This is an optimization exercise on Yosys and OpenROAD, whose aim is small area, not a production implementation.
Only simulation tests tie the RTL to the original design; equivalence was not proved.
The flow treats the clock pin as an ideal source, which a real chip does not have.
Power and IR drop assume default switching activity.

== lane 1 ==
## UDP_Packet_Sender
module UDP_Packet_Sender(
    clk,rst,
    SRC_PORT,
    DST_PORT,
    DST_MAC,
    Dst_IP,Local_IP,
    StartUDPSend,
    UserDaPacketLen,
    UserDaFifoRd,
    UserDaFifoDout,
    Mac_tx_data,
    Mac_tx_mod,
    Mac_tx_sop,
    Mac_tx_eop,
    Mac_tx_wren,
    Mac_tx_rdy);
==> flow/config.mk <==
export PLATFORM = sky130hd
export DESIGN_NAME = UDP_Packet_Sender
export DESIGN_NICKNAME = UDP_Packet_Sender
export VERILOG_FILES = /design/flow/design.v
export SDC_FILE = /design/flow/constraint.sdc
export NUM_CORES = 4
export LEC_CHECK = 0
export CAP_MARGIN = 20
export CORE_MARGIN = 2
export CORE_UTILIZATION = 40
export PLACE_DENSITY = 0.6
export SLEW_MARGIN = 20
==> flow/constraint.sdc <==
create_clock -name core_clock -period 6.0 [get_ports {clk}]
set_input_delay 1.2000 -clock core_clock [delete_from_list [all_inputs] [get_ports {clk}]]
set_output_delay 1.2000 -clock core_clock [all_outputs]
set_load 0.01 [all_outputs]
standard.sh (not shown) runs the stock make flow with config.mk's settings and CLKGATE_MAP_FILE= SYNTH_SCRIPT=/design/flow/synth_recipe.tcl, a recipe that flattens the netlist after the stock synthesis.
==> flow/flow/run.sh <==
#!/bin/bash
# The standard layout (standard.sh), with three changes to how it is made:
#  * synthesis maps logic with an area-oriented ABC script (synth_area.tcl,
#    abc_area.script); everything else in it is the standard synthesis;
#  * every port is still buffered, with the smallest buffer (buf_1);
#  * CTS builds the clock tree from clkbuf_4 (clusters of at most 8 sinks) without dummy loads.
set -euo pipefail
F=$PWD/flow
export FLOW_ABC_SCRIPT=$F/abc_area.script
export BUFFER_PORTS_ARGS="-buffer_cell sky130_fd_sc_hd__buf_1"
export CTS_ARGS="-sink_clustering_enable -repair_clock_nets -dont_use_dummy_load -buf_list sky130_fd_sc_hd__clkbuf_4 -sink_clustering_size 8"
bash standard.sh SYNTH_SCRIPT=$F/synth_area.tcl finish > standard_make.log 2>&1
==> flow/flow/abc_area.script <==
strash
&get -n
&fraig -x
&put
scorr
dc2
strash
&get -n
&dch -f
&nf -R 1000
&put
==> flow/flow/synth_area.tcl <==
proc synth {args} { yosys synth -nofsm -noshare {*}$args }
# Same as the standard synthesis, except that the technology mapping
# (abc) uses an area-oriented script instead of ORFS's speed script.
proc abc {args} {
  set i [lsearch -exact $args -script]
  if {$i >= 0} { set args [lreplace $args [expr {$i + 1}] [expr {$i + 1}] $::env(FLOW_ABC_SCRIPT)] }
  yosys abc {*}$args
}
source $::env(SCRIPTS_DIR)/synth.tcl
# left out here: clear keep_hierarchy, flatten, clean up, hide names made inside functions, write 1_2_yosys.v
Lane 1 did not stop at any stage, and its layout met the timing, design-rule and antenna checks.
For lane 2, these inputs were changed with respect to lane 1:
-- flow/flow/run.sh --
<<< lane 1, line 2
# The standard layout (standard.sh), with three changes to how it is made:
>>> lane 2, line 2
# The standard layout (standard.sh), with these changes to how it is made:
<<< lane 1, line 6
#  * CTS builds the clock tree from clkbuf_4 (clusters of at most 8 sinks) without dummy loads.
>>> lane 2, line 6
#  * CTS builds the clock tree from clkbuf_4 without dummy loads; after CTS,
#    leaf buffers driving more than 8 clock pins become clkbuf_8
#    (clk_resize.tcl), then the standard flow continues to the end.
<<< lane 1, line 11
export CTS_ARGS="-sink_clustering_enable -repair_clock_nets -dont_use_dummy_load -buf_list sky130_fd_sc_hd__clkbuf_4 -sink_clustering_size 8"
>>> lane 2, line 13
export CTS_ARGS="-sink_clustering_enable -repair_clock_nets -dont_use_dummy_load -buf_list sky130_fd_sc_hd__clkbuf_4"
bash standard.sh SYNTH_SCRIPT=$F/synth_area.tcl cts > standard_make_cts.log 2>&1
R=$PWD/orfs/results/sky130hd/UDP_Packet_Sender/base
LIB_FILE=$FLOW_HOME/platforms/sky130hd/lib/sky130_fd_sc_hd__tt_025C_1v80.lib ODB_IN=$R/4_cts.odb SDC_IN=$R/4_cts.sdc \
  openroad -no_init -exit $F/clk_resize.tcl > clk_resize.log 2>&1
-- flow/flow/abc_area.script --
<<< lane 1, line 10
&nf -R 1000
>>> lane 2, line 10
&nf -R 1000 -C 32
==> flow/flow/clk_resize.tcl (new file) <==
# After CTS: a clkbuf_4 that drives more than 8 flip-flop clock pins is
# swapped for a clkbuf_8 (same tree, stronger leaf), then placement is legalized.
read_liberty $::env(LIB_FILE)
read_db $::env(ODB_IN)
read_sdc $::env(SDC_IN)
set n 0
foreach inst [[ord::get_db_block] getInsts] {
  if {[[$inst getMaster] getName] ne "sky130_fd_sc_hd__clkbuf_4"} { continue }
  foreach it [$inst getITerms] {
    if {![$it isOutputSignal]} { continue }
    set sinks [expr {[llength [[$it getNet] getITerms]] - 1}]
    if {$sinks > 8} {
      replace_cell [get_cells [$inst getName]] sky130_fd_sc_hd__clkbuf_8
      incr n
    }
  }
}
puts "clk_resize: $n leaf buffers upsized"
detailed_placement
check_placement -verbose
write_db $::env(ODB_IN)
-- flow/config.mk --
<<< lane 1, line 8
export CAP_MARGIN = 20
>>> lane 2, line 8
export CAP_MARGIN = 0
<<< lane 1, line 10
export CORE_UTILIZATION = 40
export PLACE_DENSITY = 0.6
export SLEW_MARGIN = 20
>>> lane 2, line 10
export CORE_UTILIZATION = 60
export PLACE_DENSITY = 0.8
export SLEW_MARGIN = 0
==> comparison <==
Register fraction of the total cell area ended up 0.52 points higher on lane 2 than on lane 1. Lane 2 vs lane 1, final worst-path cycle share went up by 3.9 points. Status | lane 2 and lane 1 | clean. Finished layout cell area: lane 2 and lane 1 compared, higher one is lane 1. The global-route usage of lane 2 exceeds that of lane 1 by 14 points. Of lane 2 and lane 1, it is lane 2 that has the higher clock tree skew after final layout. The run showing the greater time the worst path needs with I/O delays and setup is lane 2. Diff lane 1 -> lane 2: maximum frequency went down by 7.7 MHz, first-pass GRT wire length lost 3.0%, total power picked up an extra about 1.8%.
The following lists how lane 3 was set up differently from lane 2:
==> flow/flow/run.sh <==
#!/bin/bash
# The standard layout (standard.sh), with three changes to how it is made:
#  * synthesis maps logic with an area-oriented ABC script (synth_area.tcl,
#    abc_area.script); everything else in it is the standard synthesis;
#  * every port is still buffered, with the smallest buffer (buf_1);
#  * CTS builds the clock tree from clkbuf_4 without dummy loads.
set -euo pipefail
F=$PWD/flow
export FLOW_ABC_SCRIPT=$F/abc_area.script
export BUFFER_PORTS_ARGS="-buffer_cell sky130_fd_sc_hd__buf_1"
export CTS_ARGS="-sink_clustering_enable -repair_clock_nets -dont_use_dummy_load -buf_list sky130_fd_sc_hd__clkbuf_4 -sink_clustering_size 8"
bash standard.sh SYNTH_SCRIPT=$F/synth_area.tcl finish > standard_make.log 2>&1
-- flow/flow/abc_area.script --
<<< lane 2, line 10
&nf -R 1000 -C 32
>>> lane 3, line 10
&nf -R 1000
-- flow/config.mk --
<<< lane 2, line 8
export CAP_MARGIN = 0
>>> lane 3, line 8
export CAP_MARGIN = 20
<<< lane 2, line 10
export CORE_UTILIZATION = 60
export PLACE_DENSITY = 0.8
export SLEW_MARGIN = 0
>>> lane 3, line 10
export CORE_UTILIZATION = 40
export PLACE_DENSITY = 0.6
export SLEW_MARGIN = 20
removed: flow/flow/clk_resize.tcl
Lane 3 gives more routed length on met2 than lane 2 did. Worst setup path startpoint = state[1]: lane 3; worst setup path startpoint = state[2]: lane 2. Number of antenna violations at the first check in global routing, lane 2 and lane 3: higher on lane 3. Compared with lane 2, lane 3 shows a die span in y that is 22% higher. Changes observed in lane 3 relative to lane 2: average routed wire per standard cell down 6.9%, peak clock frequency supported by timing up 7.7 MHz. Wire length | lane 3 above lane 2. Design area is higher on lane 3. Total power ended up 63 uW lower on lane 3 than on lane 2. Lane 3 -> lane 2: adder-cell area share of the yosys netlist flat.
--- input diff lane 3..lane 4 ---
-- flow/flow/run.sh --
<<< lane 3, line 2
# The standard layout (standard.sh), with three changes to how it is made:
>>> lane 4, line 2
# The standard layout (standard.sh), with these changes to how it is made:
<<< lane 3, line 6
#  * CTS builds the clock tree from clkbuf_4 without dummy loads.
>>> lane 4, line 6
#  * CTS builds the clock tree from clkbuf_4 without dummy loads; after CTS,
#    leaf buffers driving more than 8 clock pins become clkbuf_8
#    (clk_resize.tcl), then the standard flow continues to the end.
<<< lane 3, line 11
export CTS_ARGS="-sink_clustering_enable -repair_clock_nets -dont_use_dummy_load -buf_list sky130_fd_sc_hd__clkbuf_4 -sink_clustering_size 8"
>>> lane 4, line 13
export CTS_ARGS="-sink_clustering_enable -repair_clock_nets -dont_use_dummy_load -buf_list sky130_fd_sc_hd__clkbuf_4"
bash standard.sh SYNTH_SCRIPT=$F/synth_area.tcl cts > standard_make_cts.log 2>&1
R=$PWD/orfs/results/sky130hd/UDP_Packet_Sender/base
LIB_FILE=$FLOW_HOME/platforms/sky130hd/lib/sky130_fd_sc_hd__tt_025C_1v80.lib ODB_IN=$R/4_cts.odb SDC_IN=$R/4_cts.sdc \
  openroad -no_init -exit $F/clk_resize.tcl > clk_resize.log 2>&1
==> flow/flow/clk_resize.tcl (new file) <==
# After CTS: a clkbuf_4 that drives more than 8 flip-flop clock pins is
# swapped for a clkbuf_8 (same tree, stronger leaf), then placement is legalized.
read_liberty $::env(LIB_FILE)
read_db $::env(ODB_IN)
read_sdc $::env(SDC_IN)
set n 0
foreach inst [[ord::get_db_block] getInsts] {
  if {[[$inst getMaster] getName] ne "sky130_fd_sc_hd__clkbuf_4"} { continue }
  foreach it [$inst getITerms] {
    if {![$it isOutputSignal]} { continue }
    set sinks [expr {[llength [[$it getNet] getITerms]] - 1}]
    if {$sinks > 8} {
      replace_cell [get_cells [$inst getName]] sky130_fd_sc_hd__clkbuf_8
      incr n
    }
  }
}
puts "clk_resize: $n leaf buffers upsized"
detailed_placement
check_placement -verbose
write_db $::env(ODB_IN)
-- flow/config.mk --
<<< lane 3, line 10
export CORE_UTILIZATION = 40
export PLACE_DENSITY = 0.6
>>> lane 4, line 10
export CORE_UTILIZATION = 60
export PLACE_DENSITY = 0.8
==> notes.md <==
Global-route usage, lane 3 and lane 4: larger value in lane 4
Compared with lane 3, lane 4 shows hold slack lower by 0.0067 ns.
Cmp lane 3 and lane 4 / final layout net count / higher: lane 3
Against lane 3 as the reference, lane 4 delivers a higher post-route core utilization.

-- afterwards: timing with drivers on the ports --
The results above use ideal ports. As a check the final layouts listed here were re-extracted and re-timed, cells and wires unchanged. Step 1: set_driving_cell puts a clkbuf_16 on clk and a buf_2 on each other input, an assumption about the parent block. Step 2 times the ports against the registers' clock, not the clock port: input delays grow and output delays shrink by t, the midpoint of the rising clock arrivals with the driver on. a / b / c = ideal ports / drivers / drivers and shift; a / b = the first two.
run	t, ns	slack for setup (ns)	worst setup path after step 2	cell pins on the clock port's net
lane 1	0.493	0.562 / 0.562 / 0.562	register to register	1
lane 2	0.455	0.326 / 0.326 / 0.326	register to register	1
lane 3	0.493	0.562 / 0.562 / 0.562	register to register	1
lane 4	0.461	0.450 / 0.450 / 0.450	register to register	1
After both steps every run listed still meets setup and hold.
